Background: an optimization exercise with open tools, aiming at small area, a short achievable clock period and few clock cycles per item. Do not read the settings as production practice.
At most, simulation tests tie the RTL to the original design; equivalence was not proved.
Power is estimated from default activity; no workload was simulated.

Design magma_enc, start of the top module:
module magma_enc(
    input  clk,
    input  rst,
    input  start,
    input  [255:0] key,
    input  [63:0] block_in,
    output ready,
    output reg valid,
    output [31:0] data,
    output [31:0] data_out
);
==> flow/config.mk <==
export PLATFORM = sky130hd
export DESIGN_NAME = magma_enc
export DESIGN_NICKNAME = magma_enc
export VERILOG_FILES = /design/flow/design.v
export SDC_FILE = /design/flow/constraint.sdc
export NUM_CORES = 4
export LEC_CHECK = 0
export CAP_MARGIN = 20
export CORE_MARGIN = 2
export CORE_UTILIZATION = 65
export CTS_CLUSTER_DIAMETER = 100
export CTS_CLUSTER_SIZE = 24
export PLACE_DENSITY = 0.8
export SETUP_SLACK_MARGIN = 3.2
export SLEW_MARGIN = 20
==> flow/constraint.sdc <==
create_clock -name core_clock -period 6.0 [get_ports {clk}]
set_input_delay 1.2000 -clock core_clock [delete_from_list [all_inputs] [get_ports {clk}]]
set_output_delay 1.2000 -clock core_clock [all_outputs]
set_load 0.01 [all_outputs]
standard.sh (not shown) runs the stock make flow with config.mk's settings and CLKGATE_MAP_FILE= SYNTH_SCRIPT=/design/flow/synth_recipe.tcl, a recipe that flattens the netlist after the stock synthesis.
==> flow/flow/run.sh <==
#!/bin/bash
cp standard.sh standard_sh.txt
export BUFFER_PORTS_ARGS="-buffer_cell sky130_fd_sc_hd__buf_1"
bash standard.sh > standard.log 2>&1
Testbench counts at the start, summed over its fixed seeds: cycles 25,344, items 768.
Rerun with:
CORE_UTILIZATION = 55   (was 65)
PLACE_DENSITY = 0.7   (was 0.8)
SETUP_SLACK_MARGIN = 2.9   (was 3.2)
=> The changed run completed without violations; non-clock buffer count is lower by 19; hold slack gets worse by 0.0059 ns; global-route usage went down by 5.1 points; sequential cell count is unchanged; setup slack degrades by 0.14 ns; cell area goes down by about 2%; via count drops by 2.3%; clock skew went up by 0.0074 ns; critical path depth went down by 9; synthesized area stays the same; sequential power decreases by about 2%.
Rerun with:
SETUP_SLACK_MARGIN = 3.8   (was 2.9)
Result: The new run completed without violations; fmax is higher by 7.8%; power is higher by 30%; die area stays the same.

* * *

magma_enc, a different RTL version from the one above (not shown whole).
For scale: about 1600 cells after synthesis, roughly 360 flip-flops, roughly 390 I/O pins, ~17000 µm² of cells after synthesis.
Settings: LEC_CHECK=0, CAP_MARGIN=20, CORE_MARGIN=2, CORE_UTILIZATION=55, CTS_CLUSTER_DIAMETER=100, CTS_CLUSTER_SIZE=24, PLACE_DENSITY=0.7, SETUP_SLACK_MARGIN=3.3, SLEW_MARGIN=20; clock period 6.0 ns.
Scripts as last shown in full above: flow/flow/run.sh
The starting point completed with no timing, DRC or antenna violations.
Testbench counts at the start, summed over its fixed seeds: cycles 25,344, items 768.
Change:
--- a/flow/config.mk
+++ b/flow/config.mk
@@ -7,2 +7,3 @@
 export LEC_CHECK = 0
+export ABC_AREA = 1
 export CAP_MARGIN = 20
@@ -10,6 +11,6 @@
 export CORE_UTILIZATION = 55
-export CTS_CLUSTER_DIAMETER = 100
-export CTS_CLUSTER_SIZE = 24
+export CTS_CLUSTER_DIAMETER = 110
+export CTS_CLUSTER_SIZE = 28
 export PLACE_DENSITY = 0.7
-export SETUP_SLACK_MARGIN = 3.3
+export SETUP_SLACK_MARGIN = 3.2
 export SLEW_MARGIN = 20
Outcome:
- die area increases by 8.2%
- maximum frequency stays flat
- setup slack improves by 0.0062 ns
- hold slack degrades by 0.051 ns
Change:
--- a/flow/config.mk
+++ b/flow/config.mk
@@ -7,3 +7,2 @@
 export LEC_CHECK = 0
-export ABC_AREA = 1
 export CAP_MARGIN = 20
@@ -11,6 +10,6 @@
 export CORE_UTILIZATION = 55
-export CTS_CLUSTER_DIAMETER = 110
-export CTS_CLUSTER_SIZE = 28
+export CTS_CLUSTER_DIAMETER = 100
+export CTS_CLUSTER_SIZE = 24
 export PLACE_DENSITY = 0.7
-export SETUP_SLACK_MARGIN = 3.2
+export SETUP_SLACK_MARGIN = 3.1
 export SLEW_MARGIN = 20
- design area fell by 3.7%
- global-route usage fell by 4.7 points
- die area fell by 7.6%
- critical path depth grows by 9
- clock power is about the same
- power is higher by 9.9%
- final cell count drops by 33%
- hold slack gains 0.053 ns
- sequential share of layout area came out higher by 1.5 points
- first-iteration DRC count is lower by 49%
- synthesized cell count decreases by 42%
Change:
--- a/flow/config.mk
+++ b/flow/config.mk
@@ -7,2 +7,3 @@
 export LEC_CHECK = 0
+export ABC_AREA = 1
 export CAP_MARGIN = 20
@@ -12,4 +13,4 @@
 export CTS_CLUSTER_SIZE = 24
-export PLACE_DENSITY = 0.7
-export SETUP_SLACK_MARGIN = 3.1
+export PLACE_DENSITY = 0.75
+export SETUP_SLACK_MARGIN = 3.65
 export SLEW_MARGIN = 20
The new run ran to the end with no violations.
Non-clock buffer count drops by 8.
Core utilization went down by 0.99 points.
Maximum frequency rises by 25%.
Critical path depth decreases by 9.
Area after synthesis goes up by 8.4%.
Routed wire length rises by 28%.
Clock skew stays flat.
Sequential cell count stays the same.
Clock power hardly moves.

* * *

== run A ==
magma_enc again, from the RTL that the note above started with.
Settings: LEC_CHECK=0, CAP_MARGIN=20, CORE_MARGIN=2, CORE_UTILIZATION=55, CTS_CLUSTER_DIAMETER=100, CTS_CLUSTER_SIZE=24, PLACE_DENSITY=0.7, SETUP_SLACK_MARGIN=3.5, SLEW_MARGIN=20; clock period 6.0 ns.
Scripts as last shown in full above: flow/flow/run.sh
Run A finished every step from synthesis to the final layout, and the layout passed the timing, DRC and antenna checks.
Testbench counts of run A, summed over its fixed seeds: cycles 25,344, items 768.
For run B, these inputs were changed with respect to run A:
- changing CTS_CLUSTER_SIZE from 24 to 28
- changing CTS_CLUSTER_DIAMETER from 100 to 110
- changing SETUP_SLACK_MARGIN from 3.5 to 3.8
- setting ABC_AREA to 1 for the first time
Findings:
Taking run A as the reference, in run B total power fell about 13%; total of clock buffers placed in the layout fell 3; layout overhead on the synthesized area fell 1.6 points.
Going from run A to run B, clock latency of the later-clocked register in the worst-skew pair closely matched the old numbers; power density relative to cell area decreased by 110 mW/mm² relative to the old numbers; clock buffer and inverter area fraction after layout decreased by 0.21 points relative to the old numbers.
Of run A and run B, the lower met1 demand-to-capacity share in global routing belongs to run A.
Between run A and run B, maximum number of pins on one net before global-route repair is lower for run A, run B comes in above that.
On placed instance area, the lower figure sits with run A, not run B.
Taking run A as the reference point, the final HPWL from detailed placement of run B rises by 8600 µm.
diff inputs: run B => run C
- changing CTS_CLUSTER_DIAMETER from 110 to 100
- changing CTS_CLUSTER_SIZE from 28 to 24
- changing SETUP_SLACK_MARGIN from 3.8 to 3.5
Results
- sky130_fd_sc_hd__dfxtp_1 as the slowest cell on the critical path was reported by run C, and sky130_fd_sc_hd__dfxtp_4 by run B.
- Run C against run B: number of core rows level; period utilization +1.8 points; count of clock-buffer cells in the layout +2.
### run C -> run D
- SETUP_SLACK_MARGIN now 3.4, was 3.5
- ABC_AREA no longer set, was 1
Results
Of the two values seen for worst setup path endpoint, data_out[20] was produced by run C and a0[8] by run D. Comparing run D and run C, the lower smallest setup slack after layout was measured on run D. Run D against run C: final period demand of the worst path increased 0.35 ns; leakage power went down; post-route clock period utilization went up by 5.8 points.
Relative to run D, the following input files were edited for run E:
- swapping 3.4 for 3.3 in SETUP_SLACK_MARGIN
- swapping 24 for 28 in CTS_CLUSTER_SIZE
- swapping 100 for 110 in CTS_CLUSTER_DIAMETER
Results
The flow did not stop early for run E: all stages ran, and the layout cleared the timing, DRC and antenna checks.
In the reports for run D and run E, the larger ratio of total power to cell area belongs to run D.
Changes observed in run E relative to run D: register fraction of the total cell area went up by 0.45 points, overall power of the completed layout went down by 0.40 mW.

* * *

magma_enc, a different RTL version from the one above (not shown whole).
Size in the first run: ~2900 cells after synthesis, about 390 I/O pins, roughly 19000 um2 of cells after synthesis.
==> flow/config.mk <==
export PLATFORM = sky130hd
export DESIGN_NAME = magma_enc
export DESIGN_NICKNAME = magma_enc
export VERILOG_FILES = /design/flow/design.v
export SDC_FILE = /design/flow/constraint.sdc
export NUM_CORES = 4
export LEC_CHECK = 0
export ABC_AREA = 1
export CAP_MARGIN = 20
export CORE_MARGIN = 2
export CORE_UTILIZATION = 55
export CTS_CLUSTER_DIAMETER = 100
export CTS_CLUSTER_SIZE = 24
export PLACE_DENSITY = 0.7
export SETUP_SLACK_MARGIN = 3.65
export SLEW_MARGIN = 20
==> flow/constraint.sdc <==
create_clock -name core_clock -period 6.0 [get_ports {clk}]
set_input_delay 1.2000 -clock core_clock [delete_from_list [all_inputs] [get_ports {clk}]]
set_output_delay 1.2000 -clock core_clock [all_outputs]
set_load 0.01 [all_outputs]
Scripts as last shown in full above: flow/flow/run.sh
The first run produced a clean layout.
Rerun with:
--- a/flow/config.mk
+++ b/flow/config.mk
@@ -14,3 +14,3 @@
 export PLACE_DENSITY = 0.7
-export SETUP_SLACK_MARGIN = 3.65
+export SETUP_SLACK_MARGIN = 3.8
 export SLEW_MARGIN = 20
Outcome: Fmax goes up slightly; power goes up by roughly a tenth; utilization goes up by 5.5 points; first-iteration DRC count goes up by a few percent; count of clock-buffer cells in the layout goes down by 1; synthesized cell count stays the same; final area goes up by a little under a tenth; worst hold slack improved by 17 ps; die area is unchanged.
No functional check of the RTL was part of any run of this note.

* * *

Setup of tundra:
Another version of the RTL of magma_enc (not shown whole).
For scale: roughly 1700 cells after synthesis, about 360 flip-flops, about 390 I/O pins.
Settings: LEC_CHECK=0, CAP_MARGIN=20, CORE_MARGIN=2, CORE_UTILIZATION=60, CTS_BUF_LIST=sky130_fd_sc_hd__clkbuf_4 sky130_fd_sc_hd__clkbuf_8, PLACE_DENSITY=0.7, SETUP_SLACK_MARGIN=3.5, SLEW_MARGIN=20; clock period 6.0 ns.
Scripts as last shown in full above: flow/flow/run.sh
tundra was carried through to the last stage, and its layout satisfied the timing, DRC and antenna checks.
Testbench counts of tundra, summed over its fixed seeds: cycles 25,344, items 768.
Changes in quartz relative to tundra:
# tundra
export LEC_CHECK = 0
export CAP_MARGIN = 20
export CORE_MARGIN = 2
export CORE_UTILIZATION = 60
export CTS_BUF_LIST = sky130_fd_sc_hd__clkbuf_4 sky130_fd_sc_hd__clkbuf_8
export PLACE_DENSITY = 0.7
export SETUP_SLACK_MARGIN = 3.5
export SLEW_MARGIN = 20
create_clock -name core_clock -period 6.0 [get_ports {clk}]
# quartz
export LEC_CHECK = 0
export CAP_MARGIN = 20
export CORE_MARGIN = 2
export CORE_UTILIZATION = 40
export PLACE_DENSITY = 0.6
export SETUP_SLACK_MARGIN = 3.5
export SLEW_MARGIN = 20
create_clock -name core_clock -period 6.0 [get_ports {clk}]
Results
Looking only at proportion of cell area occupied by multi-input gates, and setting everything else aside, the lower value of quartz and tundra goes to quartz. Compared with tundra, in quartz overall routed net length went up; peak clock frequency supported by timing went up; placed cell count went up; data required time at the worst endpoint did not really move; critical path depth went down. Against tundra, quartz reports a worst setup slack after layout that is higher. [compare] base=tundra new=quartz: die area grew by about 50%, number of clock buffer instances in the layout decreased by 38 relative to the old numbers, portion of total power attributed to the clock network picked up an extra 2.1 points.
Setup changes, quartz to delta
# quartz
export LEC_CHECK = 0
export CAP_MARGIN = 20
export CORE_MARGIN = 2
export CORE_UTILIZATION = 40
export PLACE_DENSITY = 0.6
export SETUP_SLACK_MARGIN = 3.5
export SLEW_MARGIN = 20
create_clock -name core_clock -period 6.0 [get_ports {clk}]
# delta
export LEC_CHECK = 0
export CAP_MARGIN = 20
export CORE_MARGIN = 2
export CORE_UTILIZATION = 40
export CTS_CLUSTER_DIAMETER = 100
export CTS_CLUSTER_SIZE = 20
export PLACE_DENSITY = 0.6
export SETUP_SLACK_MARGIN = 3.5
export SLEW_MARGIN = 20
create_clock -name core_clock -period 6.0 [get_ports {clk}]
Findings:
quartz -> delta: sequential cell area in the final layout flat
delta vs quartz, worst setup slack went down by 0.13 ns.
Wire length of the first global-routing pass on delta is down relative to quartz.
Count of buffering cells on the critical path with inverters included in delta vs quartz: up 2
From quartz to delta, total number of clock tree sinks did not move at all.
[compare] base=quartz new=delta: signed area change from the synthesized netlist to the final layout went down 5.3 points, final area dropped 4.0%.
Measured against each other, delta and quartz differ in share of the clock period used by the worst path after layout, the lower figure coming from quartz.
What zinc does differently from delta at the input level:
# delta
export LEC_CHECK = 0
export CAP_MARGIN = 20
export CORE_MARGIN = 2
export CORE_UTILIZATION = 40
export CTS_CLUSTER_DIAMETER = 100
export CTS_CLUSTER_SIZE = 20
export PLACE_DENSITY = 0.6
export SETUP_SLACK_MARGIN = 3.5
export SLEW_MARGIN = 20
create_clock -name core_clock -period 6.0 [get_ports {clk}]
# zinc
export LEC_CHECK = 0
export CAP_MARGIN = 20
export CORE_MARGIN = 2
export CORE_UTILIZATION = 55
export CTS_CLUSTER_DIAMETER = 100
export CTS_CLUSTER_SIZE = 24
export PLACE_DENSITY = 0.7
export SETUP_SLACK_MARGIN = 3.5
export SLEW_MARGIN = 20
create_clock -name core_clock -period 6.0 [get_ports {clk}]
## What came out
Changes observed in zinc relative to delta: clock share of power lost 0.6 points, minimum hold slack held steady.
The final layout from zinc, which completed every stage, passed the timing, DRC and antenna checks at the end of the flow.
Of delta and zinc, the higher sequential share of layout area belongs to zinc.
Sort delta and zinc by worst setup slack desc -> top: zinc
Looking at area growth from synthesis to layout, zinc sits 2.1 points lower than delta does.
zinc has met1 layer usage reported by global route above what delta had.
Per the comparison of zinc with delta, final design area excluding fillers has decreased, overall power of the completed layout held.
Note that the global-route wire length before repair recorded for delta amounts to 1.05 times the value seen in zinc.
zinc: static leakage power is 0.10 nW lower than what delta reported.

static timing again, ports no longer ideal:
The flow's constraints put no driver on any port. The routed layouts listed below were extracted and timed again, unchanged, in two steps. Step 1, drivers: a clkbuf_16 drives clk and a buf_2 each remaining input, both assumed. Step 2 moves the port delays by t, midway between the first and last clock arrival at a register: inputs arrive t later, outputs are due t later. That takes back most of the time a late clock gives input paths. Three values: ideal ports, drivers, drivers and shift; two values: the first two.
run | t (ns) | slack for setup (ns) | clock arrival spread, ns
the first run of note 1 | 0.579 | 3.193 / 3.193 / 3.193 | 0.012 / 0.013
the second run of note 1 | 0.581 | 3.053 / 3.000 / 3.053 | 0.019 / 0.020
the third run of note 1 | 0.583 | 3.266 / 3.266 / 3.266 | 0.024 / 0.023
the first run of note 2 | 0.571 | 3.162 / 3.162 / 3.162 | 0.021 / 0.021
the second run of note 2 | 0.559 | 3.168 / 3.116 / 3.363 | 0.030 / 0.029
the third run of note 2 | 0.576 | 3.085 / 3.085 / 3.085 | 0.020 / 0.020
the fourth run of note 2 | 0.570 | 3.659 / 3.606 / 3.714 | 0.019 / 0.019
run A | 0.589 | 3.107 / 3.107 / 3.107 | 0.022 / 0.022
run B | 0.591 | 3.645 / 3.589 / 3.753 | 0.017 / 0.018
run C | 0.577 | 3.538 / 3.484 / 3.615 | 0.014 / 0.014
run D | 0.560 | 3.190 / 3.190 / 3.190 | 0.021 / 0.021
run E | 0.561 | 3.148 / 3.148 / 3.148 | 0.024 / 0.024
the first run of note 4 | 0.607 | 3.610 / 3.556 / 3.778 | 0.045 / 0.045
the second run of note 4 | 0.609 | 3.626 / 3.572 / 3.677 | 0.028 / 0.028
tundra | 0.656 | 3.323 / 3.323 / 3.323 | 0.035 / 0.036
quartz | 0.606 | 3.361 / 3.361 / 3.361 | 0.017 / 0.018
delta | 0.621 | 3.229 / 3.229 / 3.229 | 0.016 / 0.016
zinc | 0.589 | 3.284 / 3.284 / 3.284 | 0.018 / 0.019
After both steps every run listed still meets setup and hold.
